Background: an optimization exercise with open tools, aiming at small area, a short achievable clock period and few clock cycles. Do not read the settings as production practice. At most, simulation tests tie the RTL to the original design; equivalence was not proved. Function not checked in runs 5 and 6: the RTL went through the layout flow alone.

==> flow/design.v <==
module keccak(clk, reset, in, in_ready, is_last, byte_num, buffer_full, out, out_ready);
    input              clk, reset;
    input      [31:0]  in;
    input              in_ready, is_last;
    input      [1:0]   byte_num;
    output             buffer_full;
    output     [511:0] out;
    output reg         out_ready;
    reg       [1599:0] st;      
    reg        [4:0]   wc;      
    reg        [4:0]   rnd;     
    reg                perm;    
    reg                fin;     
    wire               accept = in_ready & ~buffer_full;
    wire               blk_end = accept & (is_last | (wc == 5'd17));
    wire       [31:0]  padded, word, w;
    wire       [63:0]  rc;
    wire     [1599:0]  chi_out, round_out, absorbed, st_next;
    wire               p = perm & ~reset;      
    wire               h = ~perm & ~reset;     
    assign buffer_full = perm | fin;
    padder1 padder1_ (in, byte_num, padded);
    assign word = is_last ? padded : in;
    assign w = {word[7:0], word[15:8], word[23:16], word[31:24]};
    rconst rconst_ (rnd, rc);
    round  round_  (st, chi_out);
    assign round_out = {chi_out[1599:64], chi_out[63:0] ^ rc};
    always @ (posedge clk)
      if (reset) begin
        wc <= 0; rnd <= 0; perm <= 0; fin <= 0; out_ready <= 0;
      end else begin
        if (accept)
          wc <= blk_end ? 5'd0 : wc + 5'd1;
        if (blk_end)
          perm <= 1;
        if (accept & is_last)
          fin <= 1;
        if (perm) begin
          rnd <= (rnd == 5'd23) ? 5'd0 : rnd + 5'd1;
          if (rnd == 5'd23) begin
            perm <= 0;
            if (fin) out_ready <= 1;
          end
        end
      end
    genvar j, k;
    generate
      for (j = 0; j < 18; j = j + 1) begin : ABS
        wire e = accept & (wc == j);
        for (k = 0; k < 32; k = k + 1) begin : B
          if (j == 17 && k == 31)
            assign absorbed[32*j + k] = st[32*j + k] ^ (w[k] & e) ^ (accept & is_last);
          else
            kab ab (st[32*j + k], w[k], e, absorbed[32*j + k]);
        end
      end
    endgenerate
    assign absorbed[1599:576] = st[1599:576];
    generate
      for (j = 0; j < 1600; j = j + 1) begin : NX
        knx nx (p, round_out[j], h, absorbed[j], st_next[j]);
      end
    endgenerate
    always @ (posedge clk)
      st <= st_next;
    generate
      for (j = 0; j < 64; j = j + 1) begin : OUT
        assign out[511-8*j -: 8] = st[8*j +: 8];
      end
    endgenerate
endmodule
module padder1(in, byte_num, out);
    input      [31:0] in;
    input      [1:0]  byte_num;
    output reg [31:0] out;
    always @ (*)
      case (byte_num)
        2'd0: out = 32'h06000000;
        2'd1: out = {in[31:24], 24'h060000};
        2'd2: out = {in[31:16], 16'h0600};
        default: out = {in[31:8], 8'h06};
      endcase
endmodule
module knx(p, r, h, s, y);
    input p, r, h, s;
    output y;
    assign y = (p & r) | (h & s);
endmodule
module kab(s, w, e, y);
    input s, w, e;
    output y;
    assign y = s ^ (w & e);
endmodule
module rconst(r, rc);
    input      [4:0]  r;
    output reg [63:0] rc;
    always @ (*)
      case (r)
        5'd0:    rc = 64'h0000000000000001;
        5'd1:    rc = 64'h0000000000008082;
        5'd2:    rc = 64'h800000000000808A;
        5'd3:    rc = 64'h8000000080008000;
        5'd4:    rc = 64'h000000000000808B;
        5'd5:    rc = 64'h0000000080000001;
        5'd6:    rc = 64'h8000000080008081;
        5'd7:    rc = 64'h8000000000008009;
        5'd8:    rc = 64'h000000000000008A;
        5'd9:    rc = 64'h0000000000000088;
        5'd10:   rc = 64'h0000000080008009;
        5'd11:   rc = 64'h000000008000000A;
        5'd12:   rc = 64'h000000008000808B;
        5'd13:   rc = 64'h800000000000008B;
        5'd14:   rc = 64'h8000000000008089;
        5'd15:   rc = 64'h8000000000008003;
        5'd16:   rc = 64'h8000000000008002;
        5'd17:   rc = 64'h8000000000000080;
        5'd18:   rc = 64'h000000000000800A;
        5'd19:   rc = 64'h800000008000000A;
        5'd20:   rc = 64'h8000000080008081;
        5'd21:   rc = 64'h8000000000008080;
        5'd22:   rc = 64'h0000000080000001;
        5'd23:   rc = 64'h8000000080008008;
        default: rc = 64'h0;
      endcase
endmodule
module kx2(a, b, y);
    input a, b;
    output y;
    assign y = a ^ b;
endmodule
module kxn(a, b, y);
    input a, b;
    output y;
    assign y = ~(a ^ b);
endmodule
module kan(b, c, y);
    input b, c;
    output y;
    assign y = b | ~c;
endmodule
module kchi(a, b, c, y);
    input a, b, c;
    output y;
    wire t;
    kan an (b, c, t);
    kxn xo (a, t, y);
endmodule
module round(in, out);
    input  [1599:0] in;
    output [1599:0] out;
    wire   [63:0]   c01[0:4], c23[0:4], c4[0:4], c[0:4], d[0:4];
    wire   [63:0]   b[0:24];
    wire [1599:0]   t;
    genvar x, y, z;
    function integer rho;
        input integer k;
        case (k)
          0: rho = 0;   1: rho = 1;   2: rho = 62;  3: rho = 28;  4: rho = 27;
          5: rho = 36;  6: rho = 44;  7: rho = 6;   8: rho = 55;  9: rho = 20;
          10: rho = 3;  11: rho = 10; 12: rho = 43; 13: rho = 25; 14: rho = 39;
          15: rho = 41; 16: rho = 45; 17: rho = 15; 18: rho = 21; 19: rho = 8;
          20: rho = 18; 21: rho = 2;  22: rho = 61; 23: rho = 56; default: rho = 14;
        endcase
    endfunction
    generate
      for (x = 0; x < 5; x = x + 1) begin : TC
        for (z = 0; z < 64; z = z + 1) begin : Z
          kx2 x01 (in[64*x + z],      in[64*(x+5) + z],  c01[x][z]);
          kx2 x23 (in[64*(x+10) + z], in[64*(x+15) + z], c23[x][z]);
          kx2 x03 (c01[x][z], c23[x][z], c4[x][z]);
          kx2 x04 (c4[x][z], in[64*(x+20) + z], c[x][z]);
        end
      end
      for (x = 0; x < 5; x = x + 1) begin : TD
        for (z = 0; z < 64; z = z + 1) begin : Z
          kx2 xd (c[(x+4)%5][z], c[(x+1)%5][(z+63)%64], d[x][z]);
        end
      end
      for (y = 0; y < 5; y = y + 1) begin : RY
        for (x = 0; x < 5; x = x + 1) begin : RX
          for (z = 0; z < 64; z = z + 1) begin : Z
            kx2 xt (in[64*(x+5*y) + z], d[x][z], t[64*(x+5*y) + z]);
          end
          assign b[y + 5*((2*x+3*y)%5)] = {t[64*(x+5*y) +: 64], t[64*(x+5*y) +: 64]} >> (64 - rho(x+5*y));
        end
      end
      for (y = 0; y < 5; y = y + 1) begin : CY
        for (x = 0; x < 5; x = x + 1) begin : CX
          for (z = 0; z < 64; z = z + 1) begin : Z
            kchi ch (b[x+5*y][z], b[(x+1)%5+5*y][z], b[(x+2)%5+5*y][z], out[64*(x+5*y) + z]);
          end
        end
      end
    endgenerate
endmodule
==> flow/run.sh <==
#!/bin/bash
# synth_recipe.tcl (not shown) runs the flow's synth.tcl, then flattens the netlist and writes it again
# the make line also repeats each setting of config.mk as NAME=value (left out here)
make -C /OpenROAD-flow-scripts/flow DESIGN_CONFIG=/design/flow/config.mk WORK_HOME=/design/flow/orfs CLKGATE_MAP_FILE= SYNTH_SCRIPT=/design/flow/synth_recipe.tcl finish
==> flow/config.mk <==
export PLATFORM = sky130hd
export DESIGN_NAME = keccak
export DESIGN_NICKNAME = keccak
export VERILOG_FILES = /design/flow/design.v
export SDC_FILE = /design/flow/constraint.sdc
export NUM_CORES = 8
export LEC_CHECK = 0
export CAP_MARGIN = 40
export CORE_MARGIN = 2
export CORE_UTILIZATION = 40
export GPL_ROUTABILITY_DRIVEN = 1
export GPL_TIMING_DRIVEN = 1
export PLACE_DENSITY = 0.5
export SLEW_MARGIN = 60
export SYNTH_HIERARCHICAL = 1
==> flow/constraint.sdc <==
create_clock -name core_clock -period 5.5 [get_ports {clk}]
set_input_delay 1.1000 -clock core_clock [delete_from_list [all_inputs] [get_ports {clk}]]
set_output_delay 1.1000 -clock core_clock [all_outputs]
set_load 0.01 [all_outputs]
==> impl_metrics.csv, run 1 <==
group,metric,value,unit
run_status,outcome,"complete, but fails checks",
run_status,violations,"antenna rules",
floorplanning,core,0.279,mm2
sta,setup_viol,0,
floorplanning,fp.dieH,533,um
logic_synthesis,synthTopCellsByArea,"dfxtp_1 29%, xor2_1 26%, xnor2_1 17%, a22o_1 13%, nand2b_1 9.0%",
sta,fin_crit,3940,ps
sta,finClkSkew,56.5,ps
clock_network,clk_pin_slew,60,ps
logic_synthesis,synthFlopType,"dfxtp_1",
grt,antenna_found_initial,86,
worst_setup_path,arrival,4780,ps
routing,drc_errors,0,
clock_network,hold_buffers,0,
worst_setup_path,end_kind,"flop",
floorplanning,io_pins,552,
grt,grt_first_pass_wirelength,987,mm
routing,dr.pass1.iters,6,
floorplanning,die_x,533,um
sta,timing.fmax,0.254,GHz
floorplanning,dieArea,0.284,mm2
place,hpwl,669,mm
logic_synthesis,syn_avg_cell_area,9.64,um2
routing,wl_per_cell,47.5,um
worst_setup_path,crit_start,"st[338]",
logic_synthesis,synth_edf_count,0,
worst_setup_path,startpoint_type,"flop",
worst_setup_path,rr_startpoint,"st[338]",
clock_network,cts-resized-gates,0,
logic_synthesis,yosysSeqAreaShare,0.288,
sta,period_share,0.716,
flow_run,cap_violations,0,
worst_setup_path,crit_path_end,"st[795]",
logic_synthesis,synth_seq_cells,1613,
clock_network,cts-root-buf,"clkbuf_16",
worst_setup_path,worstReg2RegEnd,"st[795]",
layout,final.fill_count,23800,
clock_network,post-cts-setup-buffers,0,
logic_synthesis,synth_most_common_cell,"xor2_1",
sta,tightest_slew,738,ps
grt,grt_util_all_layers,0.536,
worst_setup_path,path_max_fanout,4,
grt,grt_overflow,0,
logic_synthesis,netlist_instances,11600,
place,io_buffers,551,
logic_synthesis,synthTopCellsByCount,"3266 x xor2_1, 2177 x xnor2_1, 1613 x dfxtp_1, 1606 x nand2b_1, 1601 x a22o_1",
worst_setup_path,r2r_cells,10,
logic_synthesis,synth_top_area_cell,"dfxtp_1",
clock_network,tritoncts,"yes",
routing,final_antenna_net_count,1,
routing,drtIter0Drc,15900,
worst_setup_path,required,6340,ps
routing,postRouteWirelength,786,mm
worst_setup_path,reg2reg_slack,1560,ps
sta,fin_tns_setup,0,ps
clock_network,clkLatencyLatePin,980,ps
logic_synthesis,ys_types,53,
logic_synthesis,synthArstFlopShare,0,
logic_synthesis,ys.warnings.count,10,
layout,final_nets,12600,
logic_synthesis,syn_area,0.112,mm2
grt,grt_pass1_vias,92600,
layout,area_growth,36.3,%
floorplanning,initial_core_util,0.402,
sta,drv_slew,0,
sta,rsz0062_at_grt,"false",
routing,viasPerCell,6.12,
worst_hold_path,hp-class,"flop to flop",
grt,grt_max_degree,107,
clock_network,numCtsBuffers,209,
clock_network,cts_max_level,4,
logic_synthesis,synth_top_area_frac,0.288,
floorplanning,rows,194,
routing,dr_total_vias,101000,
clock_network,clock-sinks,1613,
clock_network,cts.path.max_buffers,4,
worst_setup_path,criticalPathCategory,"flop to flop",
sta,relSlewSlack,0.508,
layout,drive_gt1_frac,0.210,
sta,hold_viol,0,
place,place.gp.congestion,1.18,
==> routing by layer <==
layer,GRT usage,part of all wire,vias to the layer above
li1,-,-,39000
met1,0.630,0.36,52100
met2,0.709,0.38,8167
met3,0.261,0.15,2060
met4,0.489,0.11,34
met5,0.00416,0.00054,-
==> worst min path at each step <==
| stage | from | end | slack, ps | depth (start not counted) |
|---|---|---|---|---|
| 3_5_place_dp | out_ready | out_ready | 460 | 2 |
| 4_1_cts | out_ready | out_ready | 470 | 2 |
| 2_1_floorplan | wc[4] | wc[4] | 470 | 2 |
| 5_1_grt | out_ready | out_ready | 500 | 2 |
| 3_3_place_gp | out_ready | out_ready | 460 | 2 |
| 6_report | out_ready | out_ready | 460 | 2 |
==> cell families (layout without fill, tap and decap cells) <==
group,after synthesis,after routing,share of synthesized area
simple gates,2283,2283,0.114
mux,39,39,0.00402
fa+ha+maj,13,13,0.00145
compound gates,1629,1629,0.127
flops,1613,1613,0.288
buf+inv,602,1659,0.0398
xor+xnor,5443,5443,0.426
other cells,2,141,0.0000670
==> Yosys stat by module, one instance, submodules excluded, a selection <==
module / copies in the design / flip-flops and latches
kab: 575 / 0
kan: 1600 / 0
keccak: 1 / 1613
knx: 1600 / 0
kx2: 3200 / 0
kxn: 1600 / 0
padder1: 1 / 0
rconst: 1 / 0
==> critical path, stage by stage, from the launching register on <==
cell and delay, ps:
dfxtp_1 570, xor2_1 470, xor2_1 340, xor2_2 390
xor2_2 470, buf_4 280, xor2_1 340, buf_4 360
nand2b_1 160, xnor2_1 170, a22o_1 260
==> cells in the final DEF, fill, tap and decap left out, drive strengths merged, types with 5 or more instances in the layout <==
cell	n
xor2	3266
and3	7
or2	5
ha	13
clkbuf	304
xnor2	2177
nand2b	1606
nand3	6
nor2b	10
o21ai	5
nor2	26
clkinv	52
mux2	35
a21oi	8
conb	63
nand2	591
buf	726
nor3	6
bufinv	12
inv	15
nor3b	5
clkdlybuf4s50	547
a22o	1601
dfxtp	1613
and2	8
diode	78
==> through the flow <==
stage | hold WS (ps) | instances | utilization | area (um2) | worst slack (ps)
after floorplan | 470 | 11700 | - | 112000 | -13930
after global placement | 459 | 15900 | 0.446 | 124000 | 944
after detailed placement | 457 | 16100 | 0.517 | 144000 | 1290
after CTS | 470 | 16400 | 0.542 | 151000 | 1810
after global routing | 500 | 16500 | 0.547 | 153000 | 1620
final | 461 | 16500 | 0.548 | 153000 | 1560
==> state kept, by name, indices dropped and copies added, names as in the netlist <==
register / count
wc: 5
fin: 1
out_ready: 1
rnd: 5
perm: 1
st: 1600
==> layout make-up <==
class                      instances  area [um2]  share of cell area
timing repair buffer            1275       13100              0.0861
clock inverter                    71         682             0.00447
sequential                      1613       32300               0.212
multi-input combinational       9470       95400               0.625
antenna                           78         195             0.00128
clock buffer                     302        6270              0.0411
tap                             3724        4660              0.0305
inverter                          11        41.3            0.000270
Testbench counts, summed over its fixed seeds: cycles 7,568.
==> inputs of run 2 (changes only) <==
--- a/flow/config.mk
+++ b/flow/config.mk
@@ -6,10 +6,12 @@
 export NUM_CORES = 8
 export LEC_CHECK = 0
-export CAP_MARGIN = 40
+export CAP_MARGIN = 30
 export CORE_MARGIN = 2
 export CORE_UTILIZATION = 40
+export CTS_BUF_LIST = sky130_fd_sc_hd__clkbuf_4 sky130_fd_sc_hd__clkbuf_8
 export GPL_ROUTABILITY_DRIVEN = 1
 export GPL_TIMING_DRIVEN = 1
 export PLACE_DENSITY = 0.5
-export SLEW_MARGIN = 60
+export SETUP_SLACK_MARGIN = 2.0
+export SLEW_MARGIN = 30
 export SYNTH_HIERARCHICAL = 1
==> run 2 against run 1 <==
  * The run now finishes clean
  * Wire length rose by 0.15%
  * Critical path depth fell by 2
  * Maximum frequency rose by 1.8%
  * Critical path type unchanged
==> impl_metrics.csv, run 2 <==
group,metric,value,unit
sta,fin_tns_setup,0,ps
routing,postRouteWirelength,787,mm
sta,setup_viol,0,
worst_hold_path,hp-class,"flop to flop",
floorplanning,dieArea,0.284,mm2
sta,hold_viol,0,
grt,grt_first_pass_wirelength,981,mm
routing,wl_per_cell,47.4,um
clock_network,clk_pin_slew,60,ps
worst_setup_path,required,6550,ps
sta,final.setup.worst_slack,1630,ps
worst_setup_path,criticalPathCategory,"flop to flop",
clock_network,clkLatencyLatePin,1150,ps
grt,grt_pass1_vias,91700,
layout,layout_commonest_cell,"xor2_1",
layout,final_cells,16600,
layout,drive_gt1_frac,0.182,
clock_network,cts_max_level,5,
layout,final_cell_mix,"2232 x xor2_1, 2151 x xnor2_1, 1606 x nand2b_1, 1600 x a22o_1, 1573 x dfxtp_1",
worst_setup_path,arrival,4920,ps
layout,area_growth,27.1,%
sta,relSlewSlack,0.134,
sta,period_share,0.703,
floorplanning,fp.dieH,533,um
logic_synthesis,synth_top_area_cell,"dfxtp_1",
logic_synthesis,syn_avg_cell_area,9.64,um2
floorplanning,rows,194,
sta,rsz0062_at_grt,"true",
logic_synthesis,netlist_instances,11600,
worst_setup_path,crit_top_cell,"xor2_1",
grt,grt_util_all_layers,0.533,
grt,grt_overflow,0,
logic_synthesis,synth_most_common_cell,"xor2_1",
logic_synthesis,synthTopCellsByCount,"3266 x xor2_1, 2177 x xnor2_1, 1613 x dfxtp_1, 1606 x nand2b_1, 1601 x a22o_1",
worst_setup_path,path_max_fanout,5,
routing,viasPerCell,6.05,
floorplanning,die_x,533,um
layout,largest-register,"st",
worst_setup_path,worst_path_max_delay_cell,"xnor2_1",
clock_network,cts.path.max_buffers,4,
layout,largest_reg_flops,1600,
floorplanning,io_pins,552,
grt,antenna_found_initial,112,
sta,fin_crit,3870,ps
worst_setup_path,timing.critical_path.buf_inv,0,
clock_network,tritoncts,"yes",
sta,tightest_slew,1290,ps
logic_synthesis,synthArstFlopShare,0,
logic_synthesis,synth_top_area_frac,0.288,
clock_network,clock-sinks,1613,
logic_synthesis,syn_area,0.112,mm2
logic_synthesis,synth_edf_count,0,
flow_run,cap_violations,0,
logic_synthesis,ys.warnings.count,10,
worst_setup_path,end_kind,"flop",
grt,grt_max_degree,156,
logic_synthesis,synth_seq_cells,1613,
logic_synthesis,synthFlopType,"dfxtp_1",
place,pre_cts_ws,1290,ps
sta,finClkSkew,57.6,ps
layout,reg_top3,"st x1600, rnd x5, wc x5",
sta,timing.fmax,0.259,GHz
routing,dr_total_vias,101000,
logic_synthesis,ys_types,53,
place,hpwl,663,mm
worst_setup_path,crit_chain,"xor2_1, xor2_1, xor2_1, xor2_1, xor2_2, nand2b_1, xnor2_1, a22o_1",
place,dp_cells,15900,
routing,dr.pass1.iters,8,
sta,drv_slew,0,
floorplanning,initial_core_util,0.402,
layout,final_nets,12600,
worst_setup_path,crit_family,"XOR/XNOR gates",
place,place.gp.congestion,1.18,
routing,final_antenna_net_count,0,
logic_synthesis,synthTopCellsByArea,"dfxtp_1 29%, xor2_1 26%, xnor2_1 17%, a22o_1 13%, nand2b_1 9.0%",
worst_setup_path,startpoint_type,"flop",
routing,drtIter0Drc,15900,
worst_setup_path,slowest_delay,740,ps
clock_network,cts-root-buf,"clkbuf_8",
clock_network,numCtsBuffers,331,
place,io_buffers,551,
logic_synthesis,yosysSeqAreaShare,0.288,
routing,drc_errors,0,
run_status,outcome,"no timing/DRC/antenna violations",
floorplanning,core,0.279,mm2
-- run 2: path summary, 6_finish.rpt --
path | from | to | slack, ps | depth (start not counted)
worst min register to register | out_ready | out_ready | 460 | 2
worst max register to register | st[257] | st[1146] | 1630 | 8
worst min-delay path | out_ready | out_ready | 460 | 2
worst max-delay path | st[257] | st[1146] | 1630 | 8
-- run 2: kinds of logic after synthesis --
kind of cell	synth area share
buf+inv	0.0398
fa+ha+maj	0.00145
compound gates	0.127
xor+xnor	0.426
other cells	0.0000670
mux	0.00402
flops	0.288
simple gates	0.114
-- run 2: repair_timing --
item	CTS	global route
hold buffers	0	0
pin swaps	7	37
resized for setup	587	311
gates cloned	0	0
buffers inserted	6	23
setup endpoints to repair	934	612
-- run 2: metal layers --
metal	GRT usage	vias to the layer above	share of wire
met5	0.00433	-	0.00057
met4	0.482	36	0.11
met3	0.248	1999	0.15
met2	0.706	7984	0.38
met1	0.633	51400	0.36
li1	-	39200	-
-- run 2: worst register-to-register path, cell delays in order (launching register included) --
cell,delay [ps]
dfxtp_1,600
xor2_1,240
xor2_1,200
xor2_1,420
xor2_1,690
xor2_2,540
nand2b_1,140
xnor2_1,740
a22o_1,260
-- run 2: metrics by stage --
stage,util,hold WS (ps),instance area [um2]
final,0.511,464,142000
after detailed placement,0.455,462,127000
after global placement,0.446,459,124000
after global routing,0.510,513,142000
after floorplan,-,470,112000
after CTS,0.498,475,139000
-- run 2: layout make-up --
cell class	instances	area (um2)
diodes	85	213
clock buffers	554	7010
clock inverters	39	284
repair buffers	1116	10700
well taps	3724	4660
flip-flops and latches	1613	32300
multi-input cells	9470	87200
inverters	11	41.3
fillers	25500	137000
-- run 2: Yosys stat by module, one instance, submodules excluded, excerpt --
module	cells inside	cell area, um2	flip-flops and latches
rconst	113	862	0
knx	1	8.76	0
kan	1	6.26	0
kxn	1	8.76	0
keccak	2320	37600	1613
padder1	41	278	0
kx2	1	8.76	0
kab	2	12.5	0
==> inputs of run 3 (changes only) <==
==> flow/config.mk (replaced) <==
export PLATFORM = sky130hd
export DESIGN_NAME = keccak
export DESIGN_NICKNAME = keccak
export VERILOG_FILES = /design/flow/design.v
export SDC_FILE = /design/flow/constraint.sdc
export NUM_CORES = 8
export LEC_CHECK = 0
export CAP_MARGIN = 30
export CORE_MARGIN = 2
export CORE_UTILIZATION = 45
export GPL_ROUTABILITY_DRIVEN = 1
export GPL_TIMING_DRIVEN = 1
export PLACE_DENSITY = 0.55
export SETUP_SLACK_MARGIN = 2.5
export SLEW_MARGIN = 30
export SYNTH_HIERARCHICAL = 1
==> run 3 against run 2 <==
  * Non-clock buffer count is 1051 higher
  * Register-to-register slack better by 600 ps
  * Via count is 9.7% higher
  * Final cell count is 2.7% higher
  * Sequential share of layout area is 2.9 points lower
  * First-iteration DRC count is 18% higher
  * Global-route usage is 7.4 points higher
  * Critical endpoint is now st[817]
  * Synthesized cell count stayed put
==> impl_metrics.csv, run 3 <==
group,metric,value,unit
grt,grt_overflow,0,
sta,fin_crit,3270,ps
layout,final_cells,17100,
sta,rsz0062_at_grt,"true",
floorplanning,dieArea,0.253,mm2
logic_synthesis,syn_avg_cell_area,9.64,um2
clock_network,clkLatencyLatePin,920,ps
sta,finClkSkew,24.6,ps
clock_network,clock-sinks,1613,
clock_network,cts_max_level,4,
clock_network,cts.path.max_buffers,3,
routing,dr_total_vias,110000,
floorplanning,fp.dieH,503,um
sta,drv_slew,0,
worst_hold_path,hold_depth,2,
grt,grt_first_pass_wirelength,998,mm
sta,tightest_slew,1220,ps
logic_synthesis,synth_seq_cells,1613,
layout,final.fill_count,18000,
layout,largest-register,"st",
sta,timing.fmax,0.306,GHz
routing,wl_per_cell,46.8,um
floorplanning,initial_core_util,0.452,
worst_setup_path,path_max_fanout,3,
logic_synthesis,synth_most_common_cell,"xor2_1",
worst_setup_path,crit_family,"XOR/XNOR gates",
worst_setup_path,slowest_delay,420,ps
routing,dr.pass1.iters,9,
layout,drive_gt1_frac,0.321,
place,io_buffers,551,
logic_synthesis,synth_edf_count,0,
layout,final_nets,13500,
place,place.gp.congestion,1.23,
clock_network,clk_pin_slew,60,ps
worst_hold_path,hp-class,"flop to flop",
routing,drc_errors,0,
grt,grt_max_degree,91,
sta,final.setup.worst_slack,2230,ps
routing,viasPerCell,6.47,
logic_synthesis,synthArstFlopShare,0,
flow_run,cap_violations,0,
sta,fin_tns_setup,0,ps
floorplanning,rows,183,
logic_synthesis,ys_types,53,
sta,setup_viol,0,
worst_setup_path,path_depth,11,
worst_setup_path,worst_path_max_delay_cell,"dfxtp_2",
logic_synthesis,synth_top_area_cell,"dfxtp_1",
worst_setup_path,arrival,4130,ps
worst_setup_path,r2r_cells,11,
grt,grt_pass1_vias,100000,
clock_network,cts-root-buf,"clkbuf_16",
clock_network,numCtsBuffers,196,
worst_setup_path,startpoint_type,"flop",
grt,grt_util_all_layers,0.607,
logic_synthesis,yosysSeqAreaShare,0.288,
floorplanning,io_pins,552,
routing,postRouteWirelength,798,mm
sta,relSlewSlack,0.190,
logic_synthesis,netlist_instances,11600,
layout,reg_top3,"st x1600, rnd x5, wc x5",
floorplanning,die_x,503,um
logic_synthesis,synth_top_area_frac,0.288,
run_status,outcome,"no timing/DRC/antenna violations",
logic_synthesis,synthTopCellsByArea,"dfxtp_1 29%, xor2_1 26%, xnor2_1 17%, a22o_1 13%, nand2b_1 9.0%",
sta,period_share,0.595,
sta,hold_viol,0,
worst_setup_path,required,6360,ps
logic_synthesis,synthTopCellsByCount,"3266 x xor2_1, 2177 x xnor2_1, 1613 x dfxtp_1, 1606 x nand2b_1, 1601 x a22o_1",
sta,hold_slack,492,ps
floorplanning,core,0.248,mm2
worst_setup_path,end_kind,"flop",
routing,final_antenna_net_count,0,
worst_setup_path,crit_chain,"xor2_2, xor2_2, xor2_2, buf_4, buf_4, xor2_4, buf_4, xor2_4, nand2b_1, xnor2_1, a22o_1",
routing,drtIter0Drc,18800,
worst_setup_path,timing.critical_path.buf_inv,3,
place,dp_cells,15500,
grt,antenna_found_initial,91,
layout,fin_util,0.682,
logic_synthesis,syn_area,0.112,mm2
clock_network,tritoncts,"yes",
layout,area_growth,51.0,%
place,hpwl,644,mm
clock_network,hold_buffers,0,
place,pre_cts_ws,1070,ps
worst_setup_path,criticalPathCategory,"flop to flop",
layout,final_cell_mix,"2083 x xnor2_1, 1605 x nand2b_1, 1600 x a22o_1, 1545 x xor2_1, 1084 x buf_4",
logic_synthesis,synthFlopType,"dfxtp_1",
layout,largest_reg_flops,1600,
layout,layout_commonest_cell,"xnor2_1",
logic_synthesis,ys.warnings.count,10,
-- run 3: changes by cell type in the layout (fill, tap and decap cells not counted), sizes merged, moves of 21 or more --
cell | previous run | this run
buf | 567 | 1617
clkdlybuf4s50 | 549 | 261
clkbuf | 554 | 288
dlygate4sd2 | 0 | 211
dlymetal6s2s | 0 | 77
clkinv | 23 | 44
diode | 85 | 106
-- run 3: final timing paths --
path	startpoint	to	slack, ps
worst max-delay path	st[927]	st[817]	2230
worst min-delay path	out_ready	out_ready	490
worst max register to register	st[927]	st[817]	2230
worst min register to register	out_ready	out_ready	490
-- run 3: layout make-up --
class                           count  area [um2]  share of cell area
Clock inverter                     68         751             0.00444
Inverter                           11        41.3            0.000244
Timing Repair Buffer             2167       23900               0.141
Multi-Input combinational cell   9470      101000               0.595
Antenna cell                      106         265             0.00157
Sequential cell                  1613       33600               0.198
Tap cell                         3330        4170              0.0246
Clock buffer                      288        5810              0.0344
-- run 3: worst reg2reg max path, delay by kind of cell (launching register included) --
family	cells	cell delay, ps
XOR/XNOR	6	1840
buffers and inverters	3	570
flip-flops	1	420
AO/OA/AOI/OAI	1	220
AND/OR/NAND/NOR	1	180
-- run 3: cells by family (layout without fill, tap and decap cells) --
group	count (synthesis)	after routing	share of synthesized area
other	2	169	0.0000670
adder cells (fa/ha/maj)	13	13	0.00145
AO/OA/AOI/OAI	1629	1629	0.127
AND/OR/NAND/NOR	2283	2283	0.114
XOR/XNOR	5443	5443	0.426
buffers and inverters	602	2534	0.0398
multiplexers	39	39	0.00402
flip-flops	1613	1613	0.288
-- run 3: per-stage QoR --
stage,cell area [um2]
after floorplan,112000
after global placement,123000
after detailed placement,126000
after CTS,161000
after global routing,169000
final,169000
-- run 3: what timing repair did --
action                                  4_1_cts  5_1_grt
setup buffers                               733      366
gates cloned                                  1        0
resized for setup                          3031      499
pin swaps                                   321      154
endpoints found under the setup margin     2108     1143
-- run 3: per-layer routing --
metal  vias up  global-route usage  wire, um
met5         -              0.0188      2690
met4        60               0.627    109000
met3      3589               0.372    141000
met2     10900               0.782    293000
met1     55200               0.651    253000
li1      40600                   -         -
-- run 3: per-module statistics from Yosys (local to each module, per instance), a selection --
module / area [um2] / cells / times used
kx2: 8.76 / 1 / 3200
knx: 8.76 / 1 / 1600
keccak: 37600 / 2320 / 1
kab: 12.5 / 2 / 575
kxn: 8.76 / 1 / 1600
kan: 6.26 / 1 / 1600
rconst: 862 / 113 / 1
padder1: 278 / 41 / 1
==> inputs of run 4 (changes only) <==
--- a/flow/config.mk
+++ b/flow/config.mk
@@ -8,8 +8,8 @@
 export CAP_MARGIN = 30
 export CORE_MARGIN = 2
-export CORE_UTILIZATION = 45
+export CORE_UTILIZATION = 40
 export GPL_ROUTABILITY_DRIVEN = 1
 export GPL_TIMING_DRIVEN = 1
-export PLACE_DENSITY = 0.55
+export PLACE_DENSITY = 0.5
 export SETUP_SLACK_MARGIN = 2.5
 export SLEW_MARGIN = 30
==> run 4 against run 3 <==
  * Clock skew increased by 28 ps
  * Non-clock buffer count shrank 9
  * Count of clock-buffer cells in the layout rose by 29
  * Wire length is 1.2% higher
  * Largest cell class unchanged
  * Cell area shrank 0.15%
  * Flip-flop and latch count stayed put
  * Die area increased by 12%
  * Synthesized cell count stayed put
  * Sequential share of layout area about the same
  * Register-to-register slack gained 90 ps
==> impl_metrics.csv, run 4 <==
group,metric,value,unit
grt,use_met1,0.627,
floorplanning,initial_core_util,0.402,
logic_synthesis,synthArstFlopShare,0,
worst_setup_path,arrival,4060,ps
layout,drive_gt1_frac,0.320,
logic_synthesis,synthTopCellsByArea,"dfxtp_1 29%, xor2_1 26%, xnor2_1 17%, a22o_1 13%, nand2b_1 9.0%",
logic_synthesis,synth_most_common_cell,"xor2_1",
worst_setup_path,criticalPathCategory,"flop to flop",
layout,layout_commonest_cell,"xnor2_1",
sta,hold_slack,466,ps
routing,postRouteWirelength,808,mm
sta,fin_crit,3180,ps
flow_run,cap_violations,0,
grt,antenna_found_initial,127,
worst_setup_path,required,6380,ps
logic_synthesis,synthFlopType,"dfxtp_1",
run_status,outcome,"no timing/DRC/antenna violations",
logic_synthesis,synthMuxAreaShare,0.00402,
logic_synthesis,synthSimpleGateAreaFrac,0.114,
logic_synthesis,ys_types,53,
layout,final_nets,13500,
grt,gr-usage-met3,0.287,
clock_network,tritoncts,"yes",
floorplanning,core,0.279,mm2
logic_synthesis,synthTopCellsByCount,"3266 x xor2_1, 2177 x xnor2_1, 1613 x dfxtp_1, 1606 x nand2b_1, 1601 x a22o_1",
sta,setup_viol,0,
grt,grt-busiest-layer,"met2",
logic_synthesis,yosysSeqAreaShare,0.288,
layout,largest-register,"st",
grt,grt_pass1_vias,96200,
logic_synthesis,synth_top_area_frac,0.288,
clock_network,clock-sinks,1613,
clock_network,cts.path.max_buffers,4,
clock_network,cts-root-buf,"clkbuf_16",
logic_synthesis,synth_fa_ha_area_frac,0.00145,
grt,grt_overflow,0,
sta,fin_tns_setup,0,ps
sta,finClkSkew,53.0,ps
floorplanning,io_pins,552,
clock_network,numCtsBuffers,208,
worst_setup_path,end_kind,"flop",
sta,drv_slew,0,
routing,dr_total_vias,105000,
grt,use_met2,0.719,
place,place_area,0.127,mm2
routing,drtIter0Drc,16000,
sta,hold_viol,0,
grt,grt_max_degree,156,
place,hpwl,663,mm
logic_synthesis,synth_seq_cells,1613,
layout,final_cell_mix,"2106 x xnor2_1, 1605 x nand2b_1, 1600 x a22o_1, 1516 x xor2_1, 1079 x dfxtp_1",
place,place.gp.congestion,1.18,
clock_network,clkLatencyLatePin,960,ps
worst_setup_path,startpoint_type,"flop",
layout,largest_reg_flops,1600,
place,dp_cells,15900,
logic_synthesis,syn_area,0.112,mm2
routing,dr.pass1.iters,8,
logic_synthesis,synth_top_family_by_area,"XOR/XNOR gates",
grt,grt_util_all_layers,0.549,
grt,grt_first_pass_wirelength,1010,mm
sta,period_share,0.579,
logic_synthesis,syn_avg_cell_area,9.64,um2
floorplanning,die_x,533,um
routing,drc_errors,0,
logic_synthesis,synth_xor_area_frac,0.426,
floorplanning,rows,194,
logic_synthesis,synth_compound_area_frac,0.127,
sta,timing.fmax,0.314,GHz
routing,final_antenna_net_count,0,
clock_network,clk_pin_slew,60,ps
layout,reg_top3,"st x1600, rnd x5, wc x5",
sta,tightest_slew,1210,ps
clock_network,hold_buffers,0,
sta,relSlewSlack,0.197,
sta,rsz0062_at_grt,"true",
layout,final_area,0.169,mm2
logic_synthesis,ys.warnings.count,10,
worst_hold_path,hp-class,"flop to flop",
logic_synthesis,synth_top_area_cell,"dfxtp_1",
logic_synthesis,netlist_instances,11600,
routing,wl_per_cell,46.3,um
layout,final_cells,17500,
worst_setup_path,path_max_fanout,3,
layout,area_growth,50.8,%
floorplanning,dieArea,0.284,mm2
logic_synthesis,synth_edf_count,0,
routing,viasPerCell,6.03,
place,io_buffers,551,
floorplanning,fp.dieH,533,um
layout,fin_util,0.606,
clock_network,cts_max_level,4,
-- run 4: cell counts after synthesis --
No cell type changed its count.
-- run 4: area by class of cell --
cell class,count,area (um2)
Tap cell,3724,4660
Timing Repair Buffer,2158,23400
Inverter,11,41.3
Clock inverter,58,533
Multi-Input combinational cell,9470,100000
Fill cell,22700,110000
Sequential cell,1613,33600
Antenna cell,112,280
Clock buffer,317,6210
-- run 4: layer usage --
metal / up-vias / part of all wire
met3: 2346 / 0.16
met2: 8495 / 0.38
met1: 53800 / 0.34
met4: 44 / 0.12
li1: 40600 / -
met5: - / 0.0017
-- run 4: through the flow --
| stage | setup slack [ps] |
|---|---|
| 3_3_place_gp | 944 |
| 3_5_place_dp | 1290 |
| 2_1_floorplan | -13930 |
| 4_1_cts | 2310 |
| 5_1_grt | 2420 |
| 6_report | 2320 |
-- run 4: cells by family (layout without fill, tap and decap cells) --
| kind of cell | count (synthesis) | count (layout) |
|---|---|---|
| xor+xnor | 5443 | 5443 |
| buf+inv | 602 | 2544 |
| fa+ha+maj | 13 | 13 |
| other cells | 2 | 175 |
| simple gates | 2283 | 2283 |
| compound gates | 1629 | 1629 |
| mux | 39 | 39 |
| flops | 1613 | 1613 |
-- run 4: final timing paths --
| path | slack, ps | endpoint | from | cells past startpoint |
|---|---|---|---|---|
| setup / recovery | 2320 | st[1146] | st[1090] | 8 |
| hold / removal | 470 | out_ready | out_ready | 2 |
| setup reg to reg | 2320 | st[1146] | st[1090] | 8 |
| hold reg to reg | 470 | out_ready | out_ready | 2 |
-- run 4: timing repair --
item,4_1_cts,5_1_grt
buffers inserted,711,358
setup endpoints to repair,2113,1174
hold endpoints to repair,0,0
resized for setup,3238,385
pin swaps,346,158
-- run 4: worst max-delay path, stage by stage (launching register included) --
cell      delay, ps
dfxtp_1         440
xor2_1          210
xor2_1          240
xor2_2          400
xor2_2          340
xor2_2          540
nand2b_1        190
xnor2_2         510
a22o_1          230
-- run 4: modules after synthesis, one instance, submodules excluded, a selection --
| module | cells inside | flops+latches | area, um2 | copies in the design |
|---|---|---|---|---|
| padder1 | 41 | 0 | 278 | 1 |
| rconst | 113 | 0 | 862 | 1 |
| keccak | 2320 | 1613 | 37600 | 1 |
| kx2 | 1 | 0 | 8.76 | 3200 |
| kxn | 1 | 0 | 8.76 | 1600 |
| kan | 1 | 0 | 6.26 | 1600 |
| knx | 1 | 0 | 8.76 | 1600 |
| kab | 2 | 0 | 12.5 | 575 |
==> inputs of run 5 (changes only) <==
--- a/flow/design.v
+++ b/flow/design.v
@@ -12,35 +12,33 @@
     reg                perm;    
     reg                fin;     
-    wire               accept = in_ready & ~buffer_full;
+    reg                bf;      
+    wire               accept = in_ready & ~bf;
     wire               blk_end = accept & (is_last | (wc == 5'd17));
+    wire               last_rnd = perm & (rnd == 5'd23);
+    wire               perm_n = blk_end | (perm & ~last_rnd);
+    wire               fin_n = fin | (accept & is_last);
     wire       [31:0]  padded, word, w;
     wire       [63:0]  rc;
-    wire     [1599:0]  chi_out, round_out, absorbed, st_next;
-    wire               p = perm & ~reset;      
-    wire               h = ~perm & ~reset;     
-    assign buffer_full = perm | fin;
+    wire     [1599:0]  round_out, absorbed, st_next;
+    wire       [63:0]  p, h;    
+    assign buffer_full = bf;
     padder1 padder1_ (in, byte_num, padded);
     assign word = is_last ? padded : in;
     assign w = {word[7:0], word[15:8], word[23:16], word[31:24]};
     rconst rconst_ (rnd, rc);
-    round  round_  (st, chi_out);
-    assign round_out = {chi_out[1599:64], chi_out[63:0] ^ rc};
+    round  round_  (st, rc, round_out);
     always @ (posedge clk)
       if (reset) begin
-        wc <= 0; rnd <= 0; perm <= 0; fin <= 0; out_ready <= 0;
+        wc <= 0; rnd <= 0; perm <= 0; fin <= 0; bf <= 0; out_ready <= 0;
       end else begin
         if (accept)
           wc <= blk_end ? 5'd0 : wc + 5'd1;
-        if (blk_end)
-          perm <= 1;
-        if (accept & is_last)
-          fin <= 1;
-        if (perm) begin
-          rnd <= (rnd == 5'd23) ? 5'd0 : rnd + 5'd1;
-          if (rnd == 5'd23) begin
-            perm <= 0;
-            if (fin) out_ready <= 1;
-          end
-        end
+        perm <= perm_n;
+        fin <= fin_n;
+        bf <= perm_n | fin_n;
+        if (perm)
+          rnd <= last_rnd ? 5'd0 : rnd + 5'd1;
+        if (last_rnd & fin)
+          out_ready <= 1;
       end
     genvar j, k;
@@ -58,6 +56,9 @@
     assign absorbed[1599:576] = st[1599:576];
     generate
+      for (j = 0; j < 64; j = j + 1) begin : CT
+        kctl ct (perm, reset, p[j], h[j]);
+      end
       for (j = 0; j < 1600; j = j + 1) begin : NX
-        knx nx (p, round_out[j], h, absorbed[j], st_next[j]);
+        knx nx (p[j % 64], round_out[j], h[j % 64], absorbed[j], st_next[j]);
       end
     endgenerate
@@ -91,4 +92,10 @@
     output y;
     assign y = s ^ (w & e);
+endmodule
+module kctl(perm, reset, p, h);
+    input perm, reset;
+    output p, h;
+    assign p = perm & ~reset;
+    assign h = ~perm & ~reset;
 endmodule
 module rconst(r, rc);
@@ -146,10 +153,12 @@
     kxn xo (a, t, y);
 endmodule
-module round(in, out);
+module round(in, rc, out);
     input  [1599:0] in;
+    input  [63:0]   rc;      
     output [1599:0] out;
     wire   [63:0]   c01[0:4], c23[0:4], c4[0:4], c[0:4], d[0:4];
     wire   [63:0]   b[0:24];
     wire [1599:0]   t;
+    wire   [63:0]   b0;      
     genvar x, y, z;
     function integer rho;
@@ -185,8 +194,17 @@
         end
       end
+      for (z = 0; z < 64; z = z + 1) begin : IO
+        if (z == 0 || z == 1 || z == 3 || z == 7 || z == 15 || z == 31 || z == 63) begin : K
+          wire ar;
+          kx2 xa (in[z], rc[z], ar);
+          kx2 xb (ar, d[0][z], b0[z]);
+        end else begin : N
+          assign b0[z] = b[0][z];
+        end
+      end
       for (y = 0; y < 5; y = y + 1) begin : CY
         for (x = 0; x < 5; x = x + 1) begin : CX
           for (z = 0; z < 64; z = z + 1) begin : Z
-            kchi ch (b[x+5*y][z], b[(x+1)%5+5*y][z], b[(x+2)%5+5*y][z], out[64*(x+5*y) + z]);
+            kchi ch ((x == 0 && y == 0) ? b0[z] : b[x+5*y][z], b[(x+1)%5+5*y][z], b[(x+2)%5+5*y][z], out[64*(x+5*y) + z]);
           end
         end
==> run 5 against run 4 <==
  * Non-clock buffer count is 89 lower
  * Cell area is essentially flat
  * Setup slack better by 22 ps
  * Synthesized area increased by 0.28%
  * Largest cell class unchanged
  * Highest routed layer unchanged
==> impl_metrics.csv, run 5 <==
group,metric,value,unit
run_status,outcome,"no timing/DRC/antenna violations",
clock_network,tritoncts,"yes",
logic_synthesis,syn_area,0.112,mm2
layout,final_nets,13500,
clock_network,cts.path.max_buffers,4,
clock_network,numCtsBuffers,207,
routing,postRouteWirelength,820,mm
sta,timing.fmax,0.316,GHz
sta,tightest_slew,1090,ps
sta,rsz0062_at_grt,"true",
floorplanning,dieArea,0.285,mm2
clock_network,cts_max_level,4,
floorplanning,rows,194,
sta,hold_viol,0,
worst_setup_path,path_max_fanout,5,
logic_synthesis,ys.warnings.count,10,
worst_setup_path,required,6370,ps
sta,setup_viol,0,
sta,drv_slew,0,
worst_setup_path,crit_family,"XOR/XNOR gates",
grt,grt_overflow,0,
routing,final_antenna_net_count,0,
sta,final.setup.worst_slack,2340,ps
clock_network,clkLatencyLatePin,960,ps
worst_setup_path,end_kind,"flop",
worst_setup_path,startpoint_type,"flop",
worst_setup_path,timing.critical_path.buf_inv,2,
layout,layout_commonest_cell,"xnor2_1",
place,io_buffers,551,
grt,grt_max_degree,55,
place,pre_cts_ws,1260,ps
sta,finClkSkew,42.4,ps
layout,fin_util,0.604,
flow_run,cap_violations,0,
sta,relSlewSlack,0.272,
worst_setup_path,rr_startpoint,"st[342]",
sta,fin_tns_setup,0,ps
place,dp_cells,15900,
floorplanning,initial_core_util,0.402,
clock_network,clock-sinks,1614,
layout,final_cell_mix,"2092 x xnor2_1, 1608 x nand2b_1, 1601 x a22o_1, 1500 x xor2_1, 1116 x dfxtp_1",
place,hpwl,680,mm
grt,antenna_found_initial,118,
clock_network,clk_pin_slew,60,ps
floorplanning,core,0.279,mm2
place,place.gp.congestion,1.19,
worst_setup_path,criticalPathCategory,"flop to flop",
sta,fin_crit,3160,ps
worst_hold_path,hp-class,"flop to flop",
worst_setup_path,slowest_delay,510,ps
routing,dr.pass1.iters,7,
layout,largest-register,"st",
routing,viasPerCell,6.11,
routing,drtIter0Drc,16300,
layout,final_cells,17400,
clock_network,cts-root-buf,"clkbuf_16",
routing,dr_total_vias,106000,
layout,area_growth,50.3,%
logic_synthesis,netlist_instances,11600,
routing,drc_errors,0,
grt,grt_util_all_layers,0.556,
layout,reg_top3,"st x1600, rnd x5, wc x5",
layout,drive_gt1_frac,0.320,
worst_hold_path,worstHoldStart,"out_ready",
worst_setup_path,worst_path_max_delay_cell,"dfxtp_1",
worst_setup_path,arrival,4030,ps
floorplanning,fp.dieH,534,um
routing,wl_per_cell,47.2,um
layout,largest_reg_flops,1600,
clock_network,hold_buffers,0,
worst_setup_path,crit_start,"st[342]",
floorplanning,die_x,534,um
floorplanning,io_pins,552,
grt,grt_pass1_vias,96700,
worst_setup_path,crit_chain,"xor2_1, xor2_1, xor2_4, buf_12, xor2_4, buf_12, xor2_2, nand2b_1, xnor2_1, a22o_1",
grt,grt_first_pass_wirelength,1020,mm
sta,period_share,0.575,
logic_synthesis,syn_avg_cell_area,9.64,um2
==> run 5: cell count changes in the layout (fill, tap and decap cells not counted), sizes merged, moves of 7 or more <==
cell | before | now
buf | 1609 | 1521
clkinv | 44 | 37
dlymetal6s2s | 0 | 7
dlygate4sd2 | 479 | 470
conb | 63 | 6
nor2b | 10 | 74
diode | 112 | 94
xor2 | 3266 | 3216
clkbuf | 317 | 307
nor2 | 26 | 84
==> run 5: final timing paths <==
check / end / cells past startpoint / slack (ps)
max: st[387] / 10 / 2340
min: out_ready / 2 / 490
max reg2reg: st[387] / 10 / 2340
min reg2reg: out_ready / 2 / 490
==> run 5: cell type report <==
cell class                      instances  area (um2)
Multi-Input combinational cell       9494      101000
Tap cell                             3724        4660
Timing Repair Buffer                 2069       22200
Sequential cell                      1614       33600
Clock inverter                         58         654
Antenna cell                           94         235
Clock buffer                          306        6130
Inverter                               13        53.8
Fill cell                           22600      111000
==> run 5: worst register-to-register path, cell delays in order, from the launching register on <==
cell	delay (ps)
dfxtp_1	510
xor2_1	310
xor2_1	420
xor2_4	210
buf_12	160
xor2_4	190
buf_12	160
xor2_2	410
nand2b_1	140
xnor2_1	370
a22o_1	200
==> run 5: metal layers <==
layer / part of all wire / up-vias / routed length (um) / GRT usage
li1: - / 40700 / - / -
met2: 0.38 / 8870 / 308000 / 0.725
met4: 0.12 / 52 / 101000 / 0.540
met3: 0.16 / 2429 / 131000 / 0.284
met1: 0.34 / 54100 / 280000 / 0.638
met5: 0.0015 / - / 1230 / 0.0300
==> run 5: repair_timing <==
| action | in CTS | in global routing |
|---|---|---|
| resized for setup | 3267 | 335 |
| setup buffers | 685 | 309 |
| pin swaps | 347 | 129 |
| endpoints found under the setup margin | 2108 | 1035 |
==> run 5: through the flow <==
step	instance area (um2)	hold WS, ps
3_5_place_dp	127000	473
3_3_place_gp	125000	463
6_report	169000	486
4_1_cts	162000	490
2_1_floorplan	112000	449
5_1_grt	169000	501
==> inputs of run 6 (changes only) <==
--- a/flow/design.v
+++ b/flow/design.v
@@ -18,11 +18,10 @@
     wire               perm_n = blk_end | (perm & ~last_rnd);
     wire               fin_n = fin | (accept & is_last);
-    wire       [31:0]  padded, word, w;
+    wire       [31:0]  word, w;
     wire       [63:0]  rc;
     wire     [1599:0]  round_out, absorbed, st_next;
     wire       [63:0]  p, h;    
     assign buffer_full = bf;
-    padder1 padder1_ (in, byte_num, padded);
-    assign word = is_last ? padded : in;
+    padder1 padder1_ (in, is_last, byte_num, word);
     assign w = {word[7:0], word[15:8], word[23:16], word[31:24]};
     rconst rconst_ (rnd, rc);
@@ -71,15 +70,17 @@
     endgenerate
 endmodule
-module padder1(in, byte_num, out);
+module padder1(in, is_last, byte_num, out);
     input      [31:0] in;
+    input             is_last;
     input      [1:0]  byte_num;
-    output reg [31:0] out;
-    always @ (*)
-      case (byte_num)
-        2'd0: out = 32'h06000000;
-        2'd1: out = {in[31:24], 24'h060000};
-        2'd2: out = {in[31:16], 16'h0600};
-        default: out = {in[31:8], 8'h06};
-      endcase
+    output     [31:0] out;
+    genvar b;
+    generate
+      for (b = 0; b < 4; b = b + 1) begin : B
+        wire keep = ~is_last | (byte_num > b);
+        wire pad  = is_last & (byte_num == b);
+        assign out[31-8*b -: 8] = (in[31-8*b -: 8] & {8{keep}}) | (8'h06 & {8{pad}});
+      end
+    endgenerate
 endmodule
 module knx(p, r, h, s, y);
==> flow/flow/run.sh (new file) <==
#!/bin/bash
# The standard ORFS flow (the standard.sh), with plain buffers instead of
# delay cells on the ports. The make output goes to flow.log; each ORFS step
# keeps its own log under orfs/logs.
set -euo pipefail
export BUFFER_PORTS_ARGS="-buffer_cell sky130_fd_sc_hd__buf_2"
bash standard.sh > flow.log 2>&1
==> flow/standard.sh (new file) <==
#!/bin/bash
# synth_recipe.tcl (not shown) runs the flow's synth.tcl, then flattens the netlist and writes it again
# the make line also repeats each setting of config.mk as NAME=value (left out here)
make -C /OpenROAD-flow-scripts/flow DESIGN_CONFIG=/design/flow/config.mk WORK_HOME=/design/flow/orfs CLKGATE_MAP_FILE= SYNTH_SCRIPT=/design/flow/synth_recipe.tcl "${@:-finish}"
removed: flow/run.sh
==> run 6 against run 5 <==
  * Cell area down 1.9%
  * Synthesized area shrank 0.62%
  * Critical path type unchanged
  * Utilization shrank 0.62 points
  * Final cell count is 0.22% lower
  * Synthesized cell count fell by 0.31%
  * Still clean on timing, DRC and antenna
  * Non-clock buffer count increased by 21
  * Flip-flop and latch count did not move
  * Highest routed layer unchanged
  * Count of clock-buffer cells in the layout rose by 21
  * Register-to-register slack about the same
==> impl_metrics.csv, run 6 <==
group,metric,value,unit
run_status,outcome,"no timing/DRC/antenna violations",
layout,final_cell_mix,"2084 x xnor2_1, 1609 x nand2b_1, 1600 x a22o_1, 1513 x xor2_1, 1366 x dfxtp_1",
clock_network,tritoncts,"yes",
worst_setup_path,startpoint_type,"flop",
layout,multi_input_area,0.101,mm2
flow_run,cap_violations,0,
worst_hold_path,min_to,"out_ready",
routing,dr_total_vias,106000,
sta,timing.fmax,0.317,GHz
worst_setup_path,path_max_fanout,5,
sta,drv_slew,0,
logic_synthesis,ys.warnings.count,9,
worst_setup_path,required,6320,ps
sta,finClkSkew,49.0,ps
sta,tightest_slew,1120,ps
place,place.gp.congestion,1.19,
worst_setup_path,timing.critical_path.buf_inv,1,
clock_network,numCtsBuffers,209,
sta,hold_viol,0,
logic_synthesis,netlist_instances,11600,
grt,grt_util_all_layers,0.566,
layout,area_growth,48.4,%
routing,final_antenna_net_count,0,
worst_hold_path,hold_depth,2,
grt,grt_max_degree,61,
routing,dr.pass1.iters,8,
layout,final_nets,13400,
clock_network,clk_pin_slew,60,ps
worst_setup_path,end_kind,"flop",
worst_setup_path,arrival,3980,ps
worst_hold_path,worstHoldStart,"out_ready",
layout,final.fill_count,22800,
routing,wl_met1,280,mm
worst_setup_path,slowest_delay,1060,ps
floorplanning,initial_core_util,0.403,
floorplanning,core,0.277,mm2
floorplanning,fp.dieH,532,um
worst_setup_path,rr_startpoint,"st[1525]",
sta,relSlewSlack,0.251,
layout,seqCellArea,0.0326,mm2
layout,largest_reg_flops,1600,
grt,grt_first_pass_wirelength,1040,mm
worst_setup_path,criticalPathCategory,"flop to flop",
layout,layout_commonest_cell,"xnor2_1",
layout,reg_top3,"st x1600, rnd x5, wc x5",
worst_setup_path,reg2reg_slack,2340,ps
grt,grt_pass1_vias,96600,
layout,drive_gt1_frac,0.341,
routing,wl_met2,313,mm
clock_network,clkLatencyLatePin,960,ps
clock_network,cts_max_level,4,
grt,grt_overflow,0,
place,hpwl,696,mm
routing,wl_per_cell,48.1,um
floorplanning,die_x,532,um
floorplanning,rows,193,
logic_synthesis,syn_area,0.112,mm2
floorplanning,io_pins,552,
place,pre_cts_ws,1330,ps
worst_setup_path,crit_chain,"xor2_2, xor2_1, buf_4, xor2_4, nand2b_1, xnor2_1, a22o_1",
sta,fin_crit,3160,ps
layout,largest-register,"st",
sta,final.setup.worst_slack,2340,ps
worst_setup_path,r2r_cells,7,
clock_network,clock-sinks,1614,
floorplanning,dieArea,0.283,mm2
grt,antenna_found_initial,101,
clock_network,hold_buffers,0,
worst_setup_path,crit_family,"XOR/XNOR gates",
sta,rsz0062_at_grt,"true",
clock_network,cts.path.max_buffers,4,
routing,drtIter0Drc,16200,
worst_setup_path,worst_path_max_delay_cell,"dfxtp_1",
layout,fin_util,0.598,
sta,period_share,0.574,
sta,setup_viol,0,
routing,postRouteWirelength,834,mm
clock_network,cts-root-buf,"clkbuf_16",
routing,routed.top_layer,"met5",
worst_setup_path,worstReg2RegEnd,"st[131]",
logic_synthesis,syn_avg_cell_area,9.61,um2
routing,drc_errors,0,
routing,viasPerCell,6.11,
place,io_buffers,551,
worst_hold_path,hp-class,"flop to flop",
routing,met3RoutedLength,134,mm
-- run 6: worst max path at each step --
| stage | startpoint | endpoint | slack, ps | cells after the start |
|---|---|---|---|---|
| 4_1_cts | st[185] | st[1137] | 2250 | 8 |
| 3_5_place_dp | st[549] | st[1141] | 1330 | 8 |
| 2_1_floorplan | in_ready | st[224] | 2410 | 6 |
| 3_3_place_gp | st[183] | st[1326] | -130 | 8 |
| 6_report | st[1525] | st[131] | 2340 | 7 |
| 5_1_grt | st[391] | st[858] | 2370 | 10 |
-- run 6: routing by layer --
| metal | vias up | GRT usage |
|---|---|---|
| met4 | 32 | 0.572 |
| met5 | - | 0.00692 |
| met1 | 54100 | 0.628 |
| met2 | 8550 | 0.739 |
| met3 | 2588 | 0.313 |
| li1 | 40600 | - |
-- run 6: timing repair --
| action | 4_1_cts | 5_1_grt |
|---|---|---|
| endpoints found under the hold margin | 0 | 0 |
| setup endpoints to repair | 1602 | 1215 |
| gates resized for setup | 2096 | 504 |
| cloned | 0 | 0 |
| pin swaps | 299 | 137 |
| setup buffers | 616 | 376 |
-- run 6: cell type report --
class,count,share of cell area
multi-input cells,9462,0.610
flip-flops and latches,1614,0.197
repair buffers,2090,0.122
clock buffers,327,0.0382
well taps,3705,0.0280
clock inverters,40,0.00303
diodes,80,0.00121
inverters,15,0.000370
-- run 6: per-stage QoR --
step / setup TNS [ps] / area (um2) / instances / hold WS (ps)
finish: 0 / 166000 / 17300 / 480
global route: 0 / 165000 / 17300 / 540
CTS: 0 / 158000 / 16900 / 486
detailed placement: 0 / 124000 / 15900 / 472
global placement: -242 / 122000 / 15900 / 464
floorplan: 0 / 112000 / 11600 / 449
-- run 6: worst register-to-register path: cells and delay by family, from the launching register on --
kind	cells	cell delay (ps)
and+or+nand+nor	1	170
xor gates and xnor gates	4	1310
AOI/OAI and AO/OA	1	210
DFF	1	1060
buffers and inverters	1	280

[afterwards: timing with drivers on the ports]
In the flow no input, the clock included, has a driving cell. The finished layouts below were timed again as built, in two steps.
Step 1, drivers: a clkbuf_16 drives clk and a buf_2 each remaining input, both assumed.
Step 2, shift: input delay + t, output delay - t, t = (earliest + latest rising clock arrival at the registers) / 2. This alone moves slack from input paths to output paths.
a / b / c = ideal / step 1 / step 2; a / b = the first two.
| run | t (ns) | setup WS [ns] | clock arrival spread, ns | worst register clock-pin slew, ns | pins driven straight from the clock port |
|---|---|---|---|---|---|
| run 1 | 1.062 | 1.561 / 1.561 / 1.212 | 0.059 / 0.058 | 0.07 / 0.07 | 1 |
| run 2 | 1.238 | 1.632 / 1.632 / 1.197 | 0.059 / 0.060 | 0.07 / 0.07 | 1 |
| run 3 | 1.036 | 2.228 / 2.228 / 1.539 | 0.024 / 0.025 | 0.07 / 0.07 | 1 |
| run 4 | 1.051 | 2.317 / 2.317 / 1.549 | 0.053 / 0.053 | 0.07 / 0.07 | 1 |
| run 5 | 1.057 | 2.339 / 2.339 / 1.402 | 0.044 / 0.044 | 0.07 / 0.07 | 1 |
| run 6 | 1.052 | 2.341 / 2.341 / 1.644 | 0.050 / 0.050 | 0.07 / 0.07 | 1 |
The setup slack of run 5, which loses most, moves by 0.000 ns with the drivers and by -0.937 ns with both steps.
